This design comes from an exercise in tuning for small area and a short achievable clock period on the open sky130 flow, not from production work.
Only simulation tests tie the RTL to the original design; equivalence was not proved.
Power is estimated from default activity; no workload was simulated.

Setup of alpha:
==> flow/design.v <==
module ahb_bus_matrix
(
  input HBUSREQx0,
  input HBUSREQx1,
  input HBUSREQx2,
  input HBUSREQx3,
  input HLOCKx0,
  input HLOCKx1,
  input HLOCKx2,
  input HLOCKx3,
  input [1:0] HTRANSx0,
  input [1:0] HTRANSx1,
  input [1:0] HTRANSx2,
  input [1:0] HTRANSx3,
  input [31:0] HADDRx0,
  input [31:0] HADDRx1,
  input [31:0] HADDRx2,
  input [31:0] HADDRx3,
  input HWRITEx0,
  input HWRITEx1,
  input HWRITEx2,
  input HWRITEx3,
  input [2:0] HSIZEx0,
  input [2:0] HSIZEx1,
  input [2:0] HSIZEx2,
  input [2:0] HSIZEx3,
  input [2:0] HBURSTx0,
  input [2:0] HBURSTx1,
  input [2:0] HBURSTx2,
  input [2:0] HBURSTx3,
  input [31:0] HWDATAx0,
  input [31:0] HWDATAx1,
  input [31:0] HWDATAx2,
  input [31:0] HWDATAx3,
  input HREADYx0,
  input HREADYx1,
  input HREADYx2,
  input HREADYx3,
  input HREADYx4,
  input HREADYx5,
  input HREADYx6,
  input [1:0] HRESPx0,
  input [1:0] HRESPx1,
  input [1:0] HRESPx2,
  input [1:0] HRESPx3,
  input [1:0] HRESPx4,
  input [1:0] HRESPx5,
  input [1:0] HRESPx6,
  input [31:0] HRDATAx0,
  input [31:0] HRDATAx1,
  input [31:0] HRDATAx2,
  input [31:0] HRDATAx3,
  input [31:0] HRDATAx4,
  input [31:0] HRDATAx5,
  input [31:0] HRDATAx6, 
  input [3:0] HSPLITx0,
  input [3:0] HSPLITx1,
  input [3:0] HSPLITx2,
  input [3:0] HSPLITx3,
  input [3:0] HSPLITx4,
  input [3:0] HSPLITx5,
  input [3:0] HSPLITx6,
  output HGRANTx0,
  output HGRANTx1,
  output HGRANTx2,
  output HGRANTx3,
  output HSELx0,
  output HSELx1,
  output HSELx2,
  output HSELx3,
  output HSELx4,
  output HSELx5,
  output HSELx6,
  input HRESETn,
  input HCLK,
  output [1:0] HTRANS,
  output [31:0] HADDR,
  output HWRITE,
  output [2:0] HSIZE,
  output [2:0] HBURST,
  output [31:0] HWDATA,
  output HREADY,
  output [1:0] HRESP,
  output [31:0] HRDATA,
  output [3:0] HMASTER,
  output HMASTLOCK
);
reg [1:0] grant_x;     
reg [3:0] hm_x;        
reg [1:0] hmd;         
reg       fixlen;      
reg       split_q;     
reg       retry_q;     
reg [5:0] count;       
reg [3:0] mask_n;      
wire [1:0] grant    = grant_x ^ 2'b01;
wire [3:0] hm_oh    = hm_x ^ 4'b0010;
wire [3:0] req_mask = ~mask_n;
wire a0 = hm_oh[0];
wire a1 = hm_oh[1];
wire a2 = hm_oh[2];
wire a3 = hm_oh[3];
assign HADDR  = ({32{a0}} & HADDRx0)  | ({32{a1}} & HADDRx1)  |
                ({32{a2}} & HADDRx2)  | ({32{a3}} & HADDRx3);
assign HWRITE = (a0 & HWRITEx0) | (a1 & HWRITEx1) |
                (a2 & HWRITEx2) | (a3 & HWRITEx3);
assign HTRANS = ({2{a0}} & HTRANSx0) | ({2{a1}} & HTRANSx1) |
                ({2{a2}} & HTRANSx2) | ({2{a3}} & HTRANSx3);
assign HSIZE  = ({3{a0}} & HSIZEx0)  | ({3{a1}} & HSIZEx1)  |
                ({3{a2}} & HSIZEx2)  | ({3{a3}} & HSIZEx3);
assign HBURST = ({3{a0}} & HBURSTx0) | ({3{a1}} & HBURSTx1) |
                ({3{a2}} & HBURSTx2) | ({3{a3}} & HBURSTx3);
wire [1:0] hm = {a2 | a3, a1 | a3};
wire d0 = (hmd == 2'd0);
wire d1 = (hmd == 2'd1);
wire d2 = (hmd == 2'd2);
wire d3 = (hmd == 2'd3);
assign HWDATA = ({32{d0}} & HWDATAx0) | ({32{d1}} & HWDATAx1) |
                ({32{d2}} & HWDATAx2) | ({32{d3}} & HWDATAx3);
function [6:0] dec;
  input [3:0] a;
  begin
    dec[0] = a[3] | (a[2:0] == 3'd0) | (a[2:0] == 3'd7);
    dec[1] = (a == 4'h1);
    dec[2] = (a == 4'h2);
    dec[3] = (a == 4'h3);
    dec[4] = (a == 4'h4);
    dec[5] = (a == 4'h5);
    dec[6] = (a == 4'h6);
  end
endfunction
wire [6:0] dm0 = dec(HADDRx0[31:28]);
wire [6:0] dm1 = dec(HADDRx1[31:28]);
wire [6:0] dm2 = dec(HADDRx2[31:28]);
wire [6:0] dm3 = dec(HADDRx3[31:28]);
wire [6:0] hsel = ({7{a0}} & dm0) | ({7{a1}} & dm1) |
                  ({7{a2}} & dm2) | ({7{a3}} & dm3);
assign {HSELx6, HSELx5, HSELx4, HSELx3, HSELx2, HSELx1, HSELx0} = hsel;
reg [6:0] ss_x;
wire [6:0] ss_oh = ss_x ^ 7'b0000001;
always @(posedge HCLK or negedge HRESETn) begin
  if (!HRESETn)     ss_x <= 7'd0;
  else if (HREADY)  ss_x <= hsel ^ 7'b0000001;
end
wire s0 = ss_oh[0];
wire s1 = ss_oh[1];
wire s2 = ss_oh[2];
wire s3 = ss_oh[3];
wire s4 = ss_oh[4];
wire s5 = ss_oh[5];
wire s6 = ss_oh[6];
assign HRDATA = ({32{s0}} & HRDATAx0) | ({32{s1}} & HRDATAx1) |
                ({32{s2}} & HRDATAx2) | ({32{s3}} & HRDATAx3) |
                ({32{s4}} & HRDATAx4) | ({32{s5}} & HRDATAx5) |
                ({32{s6}} & HRDATAx6);
assign HRESP  = ({2{s0}} & HRESPx0) | ({2{s1}} & HRESPx1) |
                ({2{s2}} & HRESPx2) | ({2{s3}} & HRESPx3) |
                ({2{s4}} & HRESPx4) | ({2{s5}} & HRESPx5) |
                ({2{s6}} & HRESPx6);
assign HREADY = (s0 & HREADYx0) | (s1 & HREADYx1) |
                (s2 & HREADYx2) | (s3 & HREADYx3) |
                (s4 & HREADYx4) | (s5 & HREADYx5) |
                (s6 & HREADYx6);
wire g0 = (grant == 2'd0);
wire g1 = (grant == 2'd1);
wire g2 = (grant == 2'd2);
wire g3 = (grant == 2'd3);
assign HGRANTx0 = g0;
assign HGRANTx1 = g1;
assign HGRANTx2 = g2;
assign HGRANTx3 = g3;
wire locked = (g0 & HLOCKx0) | (g1 & HLOCKx1) | (g2 & HLOCKx2) | (g3 & HLOCKx3);
assign HMASTLOCK = locked;
assign HMASTER   = {2'b00, hm};
wire busreq = (g0 & HBUSREQx0) | (g1 & HBUSREQx1) | (g2 & HBUSREQx2) | (g3 & HBUSREQx3);
wire t_idle   = (HTRANS == 2'b00);
wire t_busy   = (HTRANS == 2'b01);
wire t_nonseq = (HTRANS == 2'b10);
wire t_seq    = (HTRANS == 2'b11);
reg [5:0] next_count;
always @(*) begin
  case (HTRANS)
    2'b10: begin
      case (HBURST)
        3'b000: next_count = HREADY ? 6'h0 : 6'h1;
        3'b001:   next_count = 6'h20;
        3'b010,
        3'b011:  next_count = HREADY ? 6'h3 : 6'h4;
        3'b100,
        3'b101:  next_count = HREADY ? 6'h7 : 6'h8;
        default:        next_count = HREADY ? 6'hf : 6'h10;
      endcase
    end
    2'b01: next_count = count;
    2'b00: next_count = 6'h0;
    default:      next_count = (HREADY && !count[5]) ? count - 6'd1 : count;
  endcase
end
always @(posedge HCLK or negedge HRESETn) begin
  if (!HRESETn) count <= 6'h0;
  else          count <= next_count;
end
wire cnt_le1 = t_nonseq ? (HBURST == 3'b000) :
               (t_seq && HREADY && !count[5]) ? (count[5:2] == 4'd0 && count[1:0] != 2'd0 && count[1:0] != 2'd3) :
               (count[5:1] == 5'd0);
wire degrant = !busreq | t_idle | (fixlen & !locked & cnt_le1) | split_q | retry_q;
wire resp_split = (HRESP == 2'b11);
wire to_dummy = (locked & resp_split) |
                (g1 & resp_split & !HBUSREQx2 & !HBUSREQx3) |
                (req_mask == 4'b0);
wire [1:0] next_grant = (HBUSREQx3 & req_mask[3]) ? 2'd3 :
                        (HBUSREQx2 & req_mask[2]) ? 2'd2 : 2'd1;
always @(posedge HCLK or negedge HRESETn) begin
  if (!HRESETn)      grant_x <= 2'd0;
  else if (to_dummy) grant_x <= 2'd0 ^ 2'b01;
  else if (degrant)  grant_x <= next_grant ^ 2'b01;
end
wire [3:0] grant_oh = {g3, g2, g1, g0};
always @(posedge HCLK or negedge HRESETn) begin
  if (!HRESETn) begin
    hm_x <= 4'd0;
    hmd  <= 2'd0;
  end else if (HREADY) begin
    hm_x <= grant_oh ^ 4'b0010;
    hmd  <= hm;
  end
end
always @(posedge HCLK or negedge HRESETn) begin
  if (!HRESETn) begin
    fixlen  <= 1'b0;
    split_q <= 1'b0;
    retry_q <= 1'b0;
  end else begin
    fixlen  <= (HBURST != 3'b001);
    split_q <= resp_split;
    retry_q <= (HRESP == 2'b10);
  end
end
wire [3:0] hsplit = HSPLITx0 | HSPLITx1 | HSPLITx2 | HSPLITx3 |
                    HSPLITx4 | HSPLITx5 | HSPLITx6;
always @(posedge HCLK or negedge HRESETn) begin
  if (!HRESETn) mask_n <= 4'b0000;
  else          mask_n <= ~((req_mask | hsplit) & ~({4{split_q}} & hm_oh));
end
endmodule
==> flow/config.mk <==
export PLATFORM = sky130hd
export DESIGN_NAME = ahb_bus_matrix
export DESIGN_NICKNAME = ahb_bus_matrix
export VERILOG_FILES = /design/flow/design.v
export SDC_FILE = /design/flow/constraint.sdc
export NUM_CORES = 4
export LEC_CHECK = 0
export CAP_MARGIN = 20
export CORE_AREA = 4 4 156 156
export DIE_AREA = 0 0 160 160
export SETUP_SLACK_MARGIN = 1.4
export SLEW_MARGIN = 20
==> flow/constraint.sdc <==
create_clock -name core_clock -period 4.0 [get_ports {HCLK}]
set_input_delay 0.8000 -clock core_clock [delete_from_list [all_inputs] [get_ports {HCLK}]]
set_output_delay 0.8000 -clock core_clock [all_outputs]
set_load 0.01 [all_outputs]
standard.sh (not shown) runs the stock make flow with config.mk's settings and CLKGATE_MAP_FILE= SYNTH_SCRIPT=/design/flow/synth_recipe.tcl, a recipe that flattens the netlist after the stock synthesis.
==> flow/flow/run.sh <==
#!/bin/bash
# Standard ORFS layout, with:
# - the port buffers made from the smallest buffer cell,
# - I/O pins on met3 (left/right) and met2 or met4 (top/bottom),
# - the pins of each multiplexed output bit kept together,
# - synthesis as standard except for the ABC script (flow/synth.tcl).
set -euo pipefail
export BUFFER_PORTS_ARGS="-buffer_cell sky130_fd_sc_hd__buf_1"
export IO_PLACER_H="met3"
export IO_PLACER_V="met2 met4"
export PLACE_PINS_ARGS="$(cat flow/pin_groups.txt)"
bash standard.sh "SYNTH_SCRIPT=$PWD/flow/synth.tcl" finish > flow_make.log 2>&1
==> flow/flow/synth.tcl <==
# The standard synthesis (synth_recipe.tcl), except that ABC maps the logic with
# Yosys's own ABC script instead of ORFS's speed script. Registers are mapped
# before ABC runs, so they are the standard synthesis's.
proc synth {args} { yosys synth -nofsm -noshare {*}$args }
proc abc {args} {
  set out {}
  set skip 0
  foreach a $args {
    if {$skip} { set skip 0; continue }
    if {$a eq "-script"} { set skip 1; continue }
    lappend out $a
  }
  yosys abc {*}$out
}
source $::env(SCRIPTS_DIR)/synth.tcl
# left out here: clear keep_hierarchy, flatten, clean up, hide names made inside functions, write 1_2_yosys.v
Other scripts of this flow, unchanged in this note and not shown: flow/flow/pin_groups.txt
For alpha, the flow was terminated by a tool error in 3_2_place_iop and produced no final design.
Input changes introduced in beta (baseline for comparison: alpha):
# alpha
export LEC_CHECK = 0
export CAP_MARGIN = 20
export CORE_AREA = 4 4 156 156
export DIE_AREA = 0 0 160 160
export SETUP_SLACK_MARGIN = 1.4
export SLEW_MARGIN = 20
create_clock -name core_clock -period 4.0 [get_ports {HCLK}]
# beta
export LEC_CHECK = 0
export CAP_MARGIN = 20
export CORE_AREA = 4 4 156 156
export DIE_AREA = 0 0 160 160
export PLACE_DENSITY = 0.45
export SETUP_SLACK_MARGIN = 1.4
export SLEW_MARGIN = 20
create_clock -name core_clock -period 4.0 [get_ports {HCLK}]
==> flow/flow/run.sh <==
#!/bin/bash
# Standard ORFS layout, with:
# - the port buffers made from the smallest buffer cell,
# - I/O pins on met3 (left/right) and met2 or met4 (top/bottom),
# - the pins of each multiplexed output bit kept together.
set -euo pipefail
export BUFFER_PORTS_ARGS="-buffer_cell sky130_fd_sc_hd__buf_1"
export IO_PLACER_H="met3"
export IO_PLACER_V="met2 met4"
export PLACE_PINS_ARGS="$(cat flow/pin_groups.txt)"
bash standard.sh > flow_make.log 2>&1
removed: flow/flow/synth.tcl
### Flow results
beta: compound-cell area share of the yosys netlist 0.42 points below alpha. beta against alpha: fraction of synthesized area in multiplexers increased 18 points, post-synthesis adder-cell area fraction essentially unchanged, synthesized cell count decreased 131, post-synthesis sequential area ratio decreased 0.76 points. [beta vs alpha] share of synthesized cell area in and, or, nand and nor gates: lower in beta. beta finished all stages; the layout is clean. Count of different cell masters after synthesis up about 36% in beta wrt alpha. Taking alpha as 1.0, beta lands at 1.3 on mean cell area of the mapped netlist. Sort beta and alpha by initial core utilization, descending, and beta comes first. Going from alpha to beta, fraction of synthesized cell area in xor and xnor cells moved up; area after synthesis moved up.
The inputs of gamma differ from those of beta as listed below.
# beta
export LEC_CHECK = 0
export CAP_MARGIN = 20
export CORE_AREA = 4 4 156 156
export DIE_AREA = 0 0 160 160
export PLACE_DENSITY = 0.45
export SETUP_SLACK_MARGIN = 1.4
export SLEW_MARGIN = 20
create_clock -name core_clock -period 4.0 [get_ports {HCLK}]
# gamma
export LEC_CHECK = 0
export CAP_MARGIN = 20
export CORE_AREA = 4 4 156 156
export DIE_AREA = 0 0 160 160
export SETUP_SLACK_MARGIN = 1.6
export SLEW_MARGIN = 20
create_clock -name core_clock -period 4.0 [get_ports {HCLK}]
[summary]
Compared with beta, gamma shows register share of the cell area lower by 1.2 points.
As of gamma, final wirelength had risen by a little under 10% compared to beta.
gamma vs. beta: relative area of non-clock buffer cells in the final design rose by 7.5 points, worst setup slack before clock tree synthesis comparable, total global-route track usage rose by 0.62 points.
Taking beta as the reference point, the global-route track usage on met2 of gamma rises by 0.87 points.
In gamma the final worst-path setup slack turned out 0.10 ns higher than in beta.
Lower register-to-register slack goes to gamma over beta.
Looking at total power draw, gamma sits above beta.
The sequential power of gamma is higher than that of beta.
The following lists how delta was set up differently from gamma:
# gamma
export LEC_CHECK = 0
export CAP_MARGIN = 20
export CORE_AREA = 4 4 156 156
export DIE_AREA = 0 0 160 160
export SETUP_SLACK_MARGIN = 1.6
export SLEW_MARGIN = 20
create_clock -name core_clock -period 4.0 [get_ports {HCLK}]
# delta
export LEC_CHECK = 0
export CAP_MARGIN = 20
export CORE_AREA = 4 4 171 171
export DIE_AREA = 0 0 175 175
export SETUP_SLACK_MARGIN = 1.4
export SLEW_MARGIN = 20
create_clock -name core_clock -period 4.0 [get_ports {HCLK}]
[summary]
Comparing gamma against delta, there is no change at all in number of sequential cells in the layout.
Area: delta vs gamma -> delta smaller
The worst min-delay path class comes out reg2reg in one run and in2async in the other, namely in gamma and delta respectively.
Final cell utilization of the core in delta is 12 points lower than in gamma

-- what the ideal ports hide --
In the flow no input, the clock included, has a driving cell. The finished layouts below were timed again as built, in two steps.
Step 1 sets driving cells, clkbuf_16 on the clock port and buf_2 on the other inputs (assumed; they add their load-dependent delay and slew).
Step 2 moves the port delays by t, midway between the first and last clock arrival at a register: inputs arrive t later, outputs are due t later. That takes back most of the time a late clock gives input paths.
Three values: no drivers, after step 1, after step 2; two values: the first two.
| run | t (ns) | setup slack, ns | worst register clock-pin slew, ns | worst slew at a driven data input, ns |
|---|---|---|---|---|
| beta | 0.298 | 1.371 / 1.335 / 1.318 | 0.08 / 0.08 | 0.14 |
| gamma | 0.322 | 1.473 / 1.423 / 1.312 | 0.08 / 0.08 | 0.14 |
| delta | 0.307 | 1.409 / 1.347 / 1.347 | 0.09 / 0.09 | 0.11 |
After both steps setup and hold are still met in every run listed. The setup slack of gamma, which loses most, moves by -0.050 ns with the drivers and by -0.161 ns with both steps.
